This is an optimization exercise on Yosys and OpenROAD, whose aim is small area, not a production implementation.
Function was checked by simulation only, so behaviour that the tests miss may differ from the original.
Power figures rest on the tool's default switching activity, not on a simulated workload.

## fpga_debug_top
module fpga_debug_top (
    input  logic clk,
    input  logic i_uart_rx_pin,
    output logic o_uart_tx_pin,
    input  logic rst_n,
    output logic led
);
  logic [15:0] blink_cnt;
  always_ff @(posedge clk or negedge rst_n) begin
    if (!rst_n) blink_cnt <= '0;
    else blink_cnt <= blink_cnt + 1'b1;
  end
  assign led = blink_cnt[15];
  logic       rx_push;
  logic [4:0] rx_code;
  logic [4:0] fifo_code;
  logic       fifo_empty;
  logic       fifo_pop;
  logic [7:0] tx_data;
  logic       tx_start;
  logic       tx_busy;
  logic [7:0] head_data;
  logic       q_empty;
  logic       wr_en;
  logic [7:0] wr_addr;
  logic [7:0] wr_data;
  uart_rx u_uart_rx (
      .clk(clk),
      .rst_n(rst_n),
      .rx_i(i_uart_rx_pin),
      .push(rx_push),
      .code(rx_code)
  );
  fifo u_fifo (
      .clk(clk),
      .rst_n(rst_n),
      .writeEN(rx_push),
      .writeData(rx_code),
      .readEN(fifo_pop),
      .readData(fifo_code),
      .empty(fifo_empty)
  );
  command_parser u_command_parser (
      .clk(clk),
      .rst_n(rst_n),
      .code(fifo_code),
  ...
Settings: LEC_CHECK=0, CAP_MARGIN=40, CORE_MARGIN=2, CORE_UTILIZATION=40, SLEW_MARGIN=40; clock period 20.0 ns.
run.sh (not shown) runs the stock make flow with config.mk's settings and CLKGATE_MAP_FILE= SYNTH_SCRIPT=/design/flow/synth_recipe.tcl, a recipe that flattens the netlist after the stock synthesis.
The first run completed with no timing, DRC or antenna violations.
Rerun with:
==> flow/flow/run.sh (new file) <==
#!/bin/bash
set -euo pipefail
export CTS_ARGS="-sink_clustering_enable -repair_clock_nets -dont_use_dummy_load -buf_list sky130_fd_sc_hd__clkbuf_4 -sink_clustering_size 8 -sink_clustering_max_diameter 30"
bash standard.sh > standard_flow.log 2>&1
==> flow/standard.sh (new file) <==
#!/bin/bash
# synth_recipe.tcl (not shown) runs the flow's synth.tcl, then flattens the netlist and writes it again
# the make line also repeats each setting of config.mk as NAME=value (left out here)
make -C /OpenROAD-flow-scripts/flow DESIGN_CONFIG=/design/flow/config.mk WORK_HOME=/design/flow/orfs CLKGATE_MAP_FILE= SYNTH_SCRIPT=/design/flow/synth_recipe.tcl "${@:-finish}"
- CAP_MARGIN: 40 -> 20
- CORE_UTILIZATION: 40 -> 60
- SLEW_MARGIN: 40 -> 20
removed: flow/run.sh
Result: Clock skew rose by 0.039 ns. Worst hold slack loses 0.037 ns. Core utilization came out higher by 18 points.

========
Another version of the RTL of fpga_debug_top (not shown whole).
Size: roughly 2700 cells after synthesis, roughly 2300 flip-flops, about 5 I/O pins.
clock: 20.0 ns
lec_check: 0
cap_margin: 20
core_margin: 2
core_utilization: 60
slew_margin: 20
standard.sh (not shown) runs the stock make flow with config.mk's settings and CLKGATE_MAP_FILE= SYNTH_SCRIPT=/design/flow/synth_recipe.tcl, a recipe that flattens the netlist after the stock synthesis.
==> flow/flow/run.sh <==
#!/bin/bash
set -euo pipefail
export CTS_ARGS="-sink_clustering_enable -repair_clock_nets -dont_use_dummy_load -buf_list sky130_fd_sc_hd__buf_6 -sink_clustering_size 16 -sink_clustering_max_diameter 45"
bash standard.sh > standard_flow.log 2>&1
The starting point completed without violations.
Change:
==> flow/flow/run.sh (replaced) <==
#!/bin/bash
set -euo pipefail
export CTS_ARGS="-sink_clustering_enable -repair_clock_nets -dont_use_dummy_load -buf_list sky130_fd_sc_hd__clkbuf_8 -sink_clustering_size 20 -sink_clustering_max_diameter 55"
bash standard.sh > standard_flow.log 2>&1
First-iteration DRC count decreases slightly.
Total power decreases slightly.
Count of clock-buffer cells in the layout decreases by 33.

========
run A:
fpga_debug_top, a different RTL version from the one above (not shown whole).
Size: ~2,700 cells after synthesis, ~5 I/O pins.
Settings: LEC_CHECK=0, CAP_MARGIN=20, CORE_MARGIN=2, CORE_UTILIZATION=70, SLEW_MARGIN=20; clock period 20.0 ns.
==> flow/flow/run.sh <==
#!/bin/bash
set -euo pipefail
export CTS_ARGS="-sink_clustering_enable -repair_clock_nets -dont_use_dummy_load -buf_list sky130_fd_sc_hd__buf_6 -sink_clustering_size 18 -sink_clustering_max_diameter 50"
bash standard.sh > standard_flow.log 2>&1
Run A did not stop at any stage, and its layout met the timing, design-rule and antenna checks.
For run B, these inputs were changed with respect to run A:
==> flow/flow/run.sh <==
#!/bin/bash
set -euo pipefail
export CTS_ARGS="-sink_clustering_enable -dont_use_dummy_load -buf_list sky130_fd_sc_hd__inv_6 -sink_clustering_size 21 -sink_clustering_max_diameter 50"
bash standard.sh > standard_flow.log 2>&1
-- flow/config.mk --
<<< run A, line 10
export CORE_UTILIZATION = 70
>>> run B, line 10
export CORE_UTILIZATION = 60
- Run A consumes more power than run B.
- Run B vs run A on slew at the pin closest to its max-slew limit: run B is the higher one.
- Sort run A and run B by total global routing track utilization asc -> top: run B
- NOTE leakage power run A->run B decreased slightly
The inputs of run C differ from those of run B as listed below.
==> flow/flow/run.sh <==
#!/bin/bash
set -euo pipefail
export CTS_ARGS="-sink_clustering_enable -repair_clock_nets -dont_use_dummy_load -buf_list sky130_fd_sc_hd__buf_6 -sink_clustering_size 18 -sink_clustering_max_diameter 50"
bash standard.sh > standard_flow.log 2>&1
--- outcome ---
Re areal power density over the cells: run B was lower than run C. Run B → run C: maximum frequency moved down, via count moved up, final instance area moved up. There was hardly any difference in critical path depth between run B and run C. Changes observed in run C relative to run B: initial antenna violation count moved up, area growth from synthesis to final layout moved up, internal power moved up. Run B → run C: worst max-slew margin expressed relative to the limit went down 0.40 points; power consumption went up 3.3%.

========
fpga_debug_top, a different RTL version from the one above (not shown whole).
For scale: ~2700 cells after synthesis, about 0.049 sq mm of cells after synthesis.
Settings: LEC_CHECK=0, CAP_MARGIN=20, CORE_MARGIN=2, CORE_UTILIZATION=60, SLEW_MARGIN=20; clock period 20.0 ns.
==> flow/flow/run.sh <==
#!/bin/bash
set -euo pipefail
export CTS_ARGS="-sink_clustering_enable -repair_clock_nets -dont_use_dummy_load -buf_list sky130_fd_sc_hd__clkbuf_16 -sink_clustering_size 36 -sink_clustering_max_diameter 60"
bash standard.sh > standard_flow.log 2>&1
The starting point passed the timing, design-rule and antenna checks.
Next try:
==> flow/flow/run.sh (replaced) <==
#!/bin/bash
set -euo pipefail
export CTS_ARGS="-sink_clustering_enable -repair_clock_nets -dont_use_dummy_load -buf_list sky130_fd_sc_hd__clkbuf_8 -sink_clustering_size 22 -sink_clustering_max_diameter 50"
bash standard.sh > standard_flow.log 2>&1
Effect: Routed wire length goes down by 0.90%. Die area does not change. Hold slack is worse by 10 ps. Synthesized cell count is unchanged.

-- afterwards: timing with drivers on the ports --
The results above use ideal ports. As a check the final layouts listed here were re-extracted and re-timed, cells and wires unchanged.
Step 1 (the two cells are an assumption about what drives the block):
set clk [get_ports {clk}]
set_driving_cell -lib_cell sky130_fd_sc_hd__clkbuf_16 $clk
set_driving_cell -lib_cell sky130_fd_sc_hd__buf_2 [delete_from_list [all_inputs] $clk]
Step 2 also shifts input and output timing later by t, the mid clock arrival at the registers, as if the neighbouring blocks saw the same clock.
a / b / c = no drivers / after step 1 / after step 2; a / b = the first two.
run	t, ns	slack for setup (ns)	worst setup path after step 2	latest minus earliest clock arrival (ns)	pins driven straight from the clock port
the first run of note 1	0.809	14.152 / 14.087 / 14.897	register to output	0.058 / 0.057	1
the second run of note 1	1.127	13.864 / 13.802 / 14.928	register to output	0.129 / 0.129	1
the first run of note 2	0.793	14.243 / 14.179 / 14.972	register to output	0.130 / 0.131	1
the second run of note 2	0.810	14.196 / 14.134 / 14.944	register to output	0.100 / 0.100	1
run A	0.784	14.202 / 14.141 / 14.926	register to output	0.095 / 0.095	1
run B	0.532	14.475 / 14.407 / 14.939	register to output	0.111 / 0.111	1
run C	0.799	14.164 / 14.102 / 14.901	register to output	0.099 / 0.099	1
the first run of note 4	0.708	14.286 / 14.221 / 14.929	register to output	0.105 / 0.104	1
the second run of note 4	0.808	14.183 / 14.125 / 14.933	register to output	0.110 / 0.110	1
After both steps every run listed still meets setup and hold.
